This design comes from an exercise in tuning for small area on the open sky130 flow, not from production work. Function was checked by simulation only, so behaviour that the tests miss may differ from the original. Power is estimated from default activity; no workload was simulated.

Design rgb565_to_ycbcr422, start of the top module:
module rgb565_to_ycbcr422
(
    input   wire                    sys_clk         ,
    input   wire                    sys_rst_n       ,
    input   wire    [15:0]          rgb_data        ,
    output  reg     signed  [7:0]   img_out         ,
    output  wire    [1:0]           state           ,
    output  wire                    start_en
);
Size: ~35 flip-flops, ~29 I/O pins, about 0.0036 mm^2 of cells after synthesis.
clock: 5.0 ns
lec_check: 0
cap_margin: 20
core_margin: 2
core_utilization: 40
cts_buf_list: sky130_fd_sc_hd__clkbuf_2 sky130_fd_sc_hd__clkbuf_4
slew_margin: 20
synth_hierarchical: 1
run.sh (not shown) runs the stock make flow with config.mk's settings and CLKGATE_MAP_FILE= SYNTH_SCRIPT=/design/flow/synth_recipe.tcl, a recipe that flattens the netlist after the stock synthesis.
Then changed:
==> flow/flow/run.sh (new file) <==
#!/bin/bash
# Standard layout, but the port buffers are the smallest buffer cell.
set -euo pipefail
export BUFFER_PORTS_ARGS="-buffer_cell sky130_fd_sc_hd__buf_1"
bash standard.sh > standard_flow.log 2>&1
==> flow/standard.sh (new file) <==
#!/bin/bash
# synth_recipe.tcl (not shown) runs the flow's synth.tcl, then flattens the netlist and writes it again
# the make line also repeats each setting of config.mk as NAME=value (left out here)
make -C /OpenROAD-flow-scripts/flow DESIGN_CONFIG=/design/flow/config.mk WORK_HOME=/design/flow/orfs CLKGATE_MAP_FILE= SYNTH_SCRIPT=/design/flow/synth_recipe.tcl "${@:-finish}"
CTS_BUF_LIST = default   (was sky130_fd_sc_hd__clkbuf_2 sky130_fd_sc_hd__clkbuf_4)
removed: flow/run.sh
Effect:
- worst setup slack loses 0.035 ns
- final cell count grows by 0.48%
- utilization fell by 1.2 points
- flip-flop and latch count does not change
- via count increases by 2.6%

## north
Another version of the RTL of rgb565_to_ycbcr422 (not shown whole).
For scale: ~270 cells after synthesis, roughly 35 flip-flops, roughly 29 I/O pins, about 0.0034 sq mm of cells after synthesis.
==> flow/config.mk <==
export PLATFORM = sky130hd
export DESIGN_NAME = rgb565_to_ycbcr422
export DESIGN_NICKNAME = rgb565_to_ycbcr422
export VERILOG_FILES = /design/flow/design.v
export SDC_FILE = /design/flow/constraint.sdc
export NUM_CORES = 4
export LEC_CHECK = 0
export CAP_MARGIN = 20
export CORE_MARGIN = 2
export CORE_UTILIZATION = 40
export CTS_BUF_LIST = sky130_fd_sc_hd__clkbuf_4 sky130_fd_sc_hd__clkbuf_8
export CTS_CLUSTER_DIAMETER = 150
export CTS_CLUSTER_SIZE = 50
export SLEW_MARGIN = 20
export SYNTH_HIERARCHICAL = 1
==> flow/constraint.sdc <==
create_clock -name core_clock -period 5.0 [get_ports {sys_clk}]
set_input_delay 1.0000 -clock core_clock [delete_from_list [all_inputs] [get_ports {sys_clk}]]
set_output_delay 1.0000 -clock core_clock [all_outputs]
set_load 0.01 [all_outputs]
standard.sh (not shown) runs the stock make flow with config.mk's settings and CLKGATE_MAP_FILE= SYNTH_SCRIPT=/design/flow/synth_recipe.tcl, a recipe that flattens the netlist after the stock synthesis.
==> flow/flow/run.sh <==
#!/bin/bash
# Standard layout, but the port buffers are the smallest buffer cell.
set -euo pipefail
export BUFFER_PORTS_ARGS="-buffer_cell sky130_fd_sc_hd__buf_1"
bash standard.sh > standard_flow.log 2>&1
north finished every stage and its layout cleared the timing, design-rule and antenna checks.
> inputs changed (north -> south)
- a deleted CTS_BUF_LIST that had been sky130_fd_sc_hd__clkbuf_4 sky130_fd_sc_hd__clkbuf_8
- a deleted CTS_CLUSTER_SIZE that had been 50
- a deleted CTS_CLUSTER_DIAMETER that had been 150
Results
Status: number of global-route vias before repair parity (south, north). south and north ended up with roughly the same sequential share of layout area. When south is measured against north, its sequential cell fraction of total power turns out 0.2 points higher. Summary of south over north: relative contribution of the clock network to total power down 0.7 points; clock period minus worst slack down 0.0034 ns; buffer and inverter count on the worst path flat; worst hold slack after final layout flat; met2 track demand over resource in global routing flat. south completed; timing, DRC and antenna clean.

## v6
Starting RTL as in the previous note.
==> flow/config.mk <==
export PLATFORM = sky130hd
export DESIGN_NAME = rgb565_to_ycbcr422
export DESIGN_NICKNAME = rgb565_to_ycbcr422
export VERILOG_FILES = /design/flow/design.v
export SDC_FILE = /design/flow/constraint.sdc
export NUM_CORES = 4
export LEC_CHECK = 0
export CAP_MARGIN = 20
export CORE_MARGIN = 2
export CORE_UTILIZATION = 40
export SLEW_MARGIN = 20
export SYNTH_HIERARCHICAL = 1
==> flow/constraint.sdc <==
create_clock -name core_clock -period 5.0 [get_ports {sys_clk}]
set_input_delay 1.0000 -clock core_clock [delete_from_list [all_inputs] [get_ports {sys_clk}]]
set_output_delay 1.0000 -clock core_clock [all_outputs]
set_load 0.01 [all_outputs]
==> flow/flow/run.sh <==
#!/bin/bash
# Standard layout, but the port buffers are the smallest buffer cell and
# non-critical cells are downsized after global routing.
set -euo pipefail
export BUFFER_PORTS_ARGS="-buffer_cell sky130_fd_sc_hd__buf_1"
export RECOVER_POWER=100
bash standard.sh > standard_flow.log 2>&1
Setup changes, v6 to v7
# v6
export LEC_CHECK = 0
export CAP_MARGIN = 20
export CORE_MARGIN = 2
export CORE_UTILIZATION = 40
export SLEW_MARGIN = 20
export SYNTH_HIERARCHICAL = 1
create_clock -name core_clock -period 5.0 [get_ports {sys_clk}]
# v7
export LEC_CHECK = 0
export CAP_MARGIN = 20
export CORE_MARGIN = 2
export CORE_UTILIZATION = 60
export SLEW_MARGIN = 20
export SYNTH_HIERARCHICAL = 1
create_clock -name core_clock -period 5.0 [get_ports {sys_clk}]
==> flow/flow/run.sh <==
#!/bin/bash
# Standard layout, but the port buffers are the smallest buffer cell.
set -euo pipefail
export BUFFER_PORTS_ARGS="-buffer_cell sky130_fd_sc_hd__buf_1"
bash standard.sh > standard_flow.log 2>&1
[summary]
The total vias in the final route reported for v7 is greater than that of v6 by 1.5%. Re initial DRC count: v7 is 24 up on v6. Lower worst hold slack goes to v6 over v7. Cell area after layout across v6 and v7: no real change. Changes observed in v7 relative to v6: power per cell area now sits higher; routed length on met2 decreased 11%; count of plain and timing-repair buffers in the layout dropped 2.4%. Against v6, v7 comes in 34 lower on final cell count without fillers. Compared with v6, v7 shows number of global-route vias before repair that has gone down by a few percent.

-- separate check: timing with driven ports --
The results above use ideal ports. As a check the final layouts listed here were re-extracted and re-timed, cells and wires unchanged.
Step 1 (the two cells are an assumption about what drives the block):
set clk [get_ports {sys_clk}]
set_driving_cell -lib_cell sky130_fd_sc_hd__clkbuf_16 $clk
set_driving_cell -lib_cell sky130_fd_sc_hd__buf_2 [delete_from_list [all_inputs] $clk]
Step 2 also shifts input and output timing later by t, the mid clock arrival at the registers, as if the neighbouring blocks saw the same clock.
a / b / c = no drivers / after step 1 / after step 2; a / b = the first two.
run	t, ns	setup slack, ns	worst hold slack (ns)	latest minus earliest clock arrival (ns)	pins driven straight from the clock port
the first run of note 1	0.362	0.203 / 0.203 / 0.203	0.473 / 0.473 / 0.473	0.017 / 0.018	1
the second run of note 1	0.307	0.168 / 0.168 / 0.168	0.464 / 0.464 / 0.464	0.006 / 0.006	1
north	0.316	0.197 / 0.197 / 0.197	0.438 / 0.438 / 0.438	0.008 / 0.008	1
south	0.315	0.201 / 0.201 / 0.201	0.438 / 0.438 / 0.438	0.008 / 0.008	1
v6	0.315	0.197 / 0.197 / 0.197	0.438 / 0.438 / 0.438	0.008 / 0.008	1
v7	0.311	0.155 / 0.155 / 0.155	0.442 / 0.442 / 0.442	0.006 / 0.006	1
After both steps every run listed still meets setup and hold.
